Source: an optimization exercise on an open RTL-to-GDS flow (aim: small area, a short achievable clock period and few clock cycles per item). Production flows keep margins and buffers that such runs may drop. Where RTL was checked, it was by simulation tests only, not by an equivalence proof against the original.

Setup of v6:
## dijkstra_mod
module dijkstra_mod(
    input clk,
    input rst,
    input start,
    input [7:0] src,
    input [7:0] dest,
    output reg path_ready,
    output reg [95:0] path
    );
For scale: ~120 flip-flops, about 120 I/O pins.
export LEC_CHECK = 0
export CAP_MARGIN = 20
export CORE_MARGIN = 2
export CORE_UTILIZATION = 30
export SLEW_MARGIN = 20
export SYNTH_MEMORY_MAX_BITS = 65536
create_clock -name core_clock -period 20.0 [get_ports {clk}]
standard.sh (not shown) runs the stock make flow with config.mk's settings and CLKGATE_MAP_FILE= SYNTH_SCRIPT=/design/flow/synth_recipe.tcl, a recipe that flattens the netlist after the stock synthesis.
==> flow/flow/run.sh <==
#!/bin/bash
# Standard ORFS layout (the standard.sh), with timing repair asked to reach a
# larger setup slack than the clock needs, so the layout runs faster, and the
# smallest buffer cell for the port buffers.  The clock period, SDC and all
# other settings are the standard flow's.
set -euo pipefail
export SETUP_SLACK_MARGIN=15
export BUFFER_PORTS_ARGS="-buffer_cell sky130_fd_sc_hd__buf_1"
bash standard.sh > standard_flow.log 2>&1
Setup changes, v6 to v7
--- a/flow/design.v
+++ b/flow/design.v
@@ -177,34 +177,31 @@
   reg [7:0] s_q;       
   reg [7:0] cur;       
   reg busy;
   reg [1:0] win;     
   wire [63:0] m = preds(s_q);
   wire sstub = is_stub(s_q);
-  wire [28:0] h [0:5];
-  wire [7:0] c [1:5];
-  wire [5:0] nz;
+  wire [28:0] h [0:4];
+  wire [7:0] c [1:4];
+  wire [4:0] nz;
   wire first = busy && cur != s_q && is_stub(cur);
   assign h[0] = busy ? onehot(cur) : 29'd0;
   assign h[1] = step(h[0], m) | (first ? onehot(attach(cur)) : 29'd0);
   assign h[2] = step(h[1], m);
   assign h[3] = step(h[2], m);
   assign h[4] = step(h[3], m);
-  assign h[5] = step(h[4], m);
   assign nz[0] = |h[0];
   assign nz[1] = |h[1];
   assign nz[2] = |h[2];
   assign nz[3] = |h[3];
   assign nz[4] = |h[4];
-  assign nz[5] = |h[5];
   assign c[1] = code(h[1]) | ((sstub && nz[0] && !nz[1]) ? s_q : 8'd0);
   assign c[2] = code(h[2]) | ((sstub && nz[1] && !nz[2]) ? s_q : 8'd0);
   assign c[3] = code(h[3]) | ((sstub && nz[2] && !nz[3]) ? s_q : 8'd0);
   assign c[4] = code(h[4]) | ((sstub && nz[3] && !nz[4]) ? s_q : 8'd0);
-  assign c[5] = code(h[5]) | ((sstub && nz[4] && !nz[5]) ? s_q : 8'd0);
-  wire fin = !nz[5] || c[5] == s_q || win == 2'd2;
+  wire fin = !nz[4] || c[4] == s_q || win == 2'd2;
   always @(posedge clk) begin
     if (rst) begin
       busy <= 1'b0;
       path_ready <= 1'b0;
     end else if (!busy) begin
       if (start) begin
@@ -215,35 +212,35 @@
         win <= 2'd0;
         path[7:0] <= dest;
         path[1*8 +: 8] <= c[1];
         path[2*8 +: 8] <= c[2];
         path[3*8 +: 8] <= c[3];
         path[4*8 +: 8] <= c[4];
-        path[5*8 +: 8] <= c[5];
-        path[6*8 +: 8] <= c[1];
-        path[7*8 +: 8] <= c[2];
-        path[8*8 +: 8] <= c[3];
-        path[9*8 +: 8] <= c[4];
-        path[10*8 +: 8] <= c[5];
-        path[11*8 +: 8] <= c[1];
+        path[5*8 +: 8] <= c[1];
+        path[6*8 +: 8] <= c[2];
+        path[7*8 +: 8] <= c[3];
+        path[8*8 +: 8] <= c[4];
+        path[9*8 +: 8] <= c[1];
+        path[10*8 +: 8] <= c[2];
+        path[11*8 +: 8] <= c[3];
       end
     end else begin
-      cur <= c[5];
+      cur <= c[4];
       win <= win + 2'd1;
       if (fin) begin
         busy <= 1'b0;
         path_ready <= 1'b1;
       end
       if (win == 2'd0) path[1*8 +: 8] <= c[1];
       if (win == 2'd0) path[2*8 +: 8] <= c[2];
       if (win == 2'd0) path[3*8 +: 8] <= c[3];
       if (win == 2'd0) path[4*8 +: 8] <= c[4];
-      if (win == 2'd0) path[5*8 +: 8] <= c[5];
-      if (win == 2'd1) path[6*8 +: 8] <= c[1];
-      if (win == 2'd1) path[7*8 +: 8] <= c[2];
-      if (win == 2'd1) path[8*8 +: 8] <= c[3];
-      if (win == 2'd1) path[9*8 +: 8] <= c[4];
-      if (win == 2'd1) path[10*8 +: 8] <= c[5];
-      if (win == 2'd2) path[11*8 +: 8] <= c[1];
+      if (win == 2'd1) path[5*8 +: 8] <= c[1];
+      if (win == 2'd1) path[6*8 +: 8] <= c[2];
+      if (win == 2'd1) path[7*8 +: 8] <= c[3];
+      if (win == 2'd1) path[8*8 +: 8] <= c[4];
+      if (win == 2'd2) path[9*8 +: 8] <= c[1];
+      if (win == 2'd2) path[10*8 +: 8] <= c[2];
+      if (win == 2'd2) path[11*8 +: 8] <= c[3];
     end
   end
 endmodule
==> comparison <==
Comparing vertical die dimension for v7 and v6, the smaller number came from v7.
v7 improves on v6 in synthesized area.
Of v7 and v6, the higher slew at the pin with the worst max-slew slack belongs to v7.
Worst stage delay on the critical path came out lower on v7 than on v6.
For v6, the start point of the critical path was s_q[2]$_DFFE_PP_, unlike v7, where it was path[38]$_DFFE_PP_.
Compared with v6, in v7 synthesized cell count went down 242; buffers plus inverters on the worst setup path saw a decrease; post-synthesis cell type count dropped about 12%; wire length per cell after detailed routing went down.
Re setup slack on the worst flop-to-flop path: v7 is 220 ps up on v6.
v7 ended up with sky130_fd_sc_hd__edfxtp_1 as its worst-path cell with the longest stage delay; v6 ended up with sky130_fd_sc_hd__or4b_4.
Run comparison: v6 startpoint-to-endpoint class of the critical path reg2reg; v7 startpoint-to-endpoint class of the critical path reg2out
Compared with v6, in v7 instance area after placement lost 0.0016 mm²; total of clock buffers placed in the layout neither gained nor lost much; setup slack picked up an extra 200 ps.
When the final numbers for v7 and v6 were put side by side, the largest fanout of any net on the critical path turned out to be greater in v6.
Testbench counts of v7, summed over its fixed seeds: cycles 188, queries 64.
Only the layout flow was run in v6; the RTL was not checked for function there.

==> static timing again, ports no longer ideal <==
In the flow no input, the clock included, has a driving cell. The finished layouts below were timed again as built, in two steps. Step 1 sets driving cells, clkbuf_16 on the clock port and buf_2 on the other inputs (assumed; they add their load-dependent delay and slew). Step 2 adds t to the input delays and takes it off the output delays; t is the mean of the earliest and latest rising clock arrival at the registers after step 1. Input paths then give back, and output paths get back, about the clock's delay inside the block. Three values: ideal ports, drivers, drivers and shift; two values: the first two.
run | shift t [ns] | slack for setup (ns) | worst setup path at the end | worst register clock-pin slew, ns | pins driven straight from the clock port
v6 | 0.490 | 14.801 / 14.801 / 14.699 | input to register | 0.06 / 0.06 | 1
v7 | 0.467 | 15.000 / 14.950 / 14.650 | input to register | 0.07 / 0.07 | 1
After both steps setup and hold are still met in every run listed. For v7, which loses most, drivers alone change the setup slack by -0.050 ns; drivers and shift together by -0.350 ns.
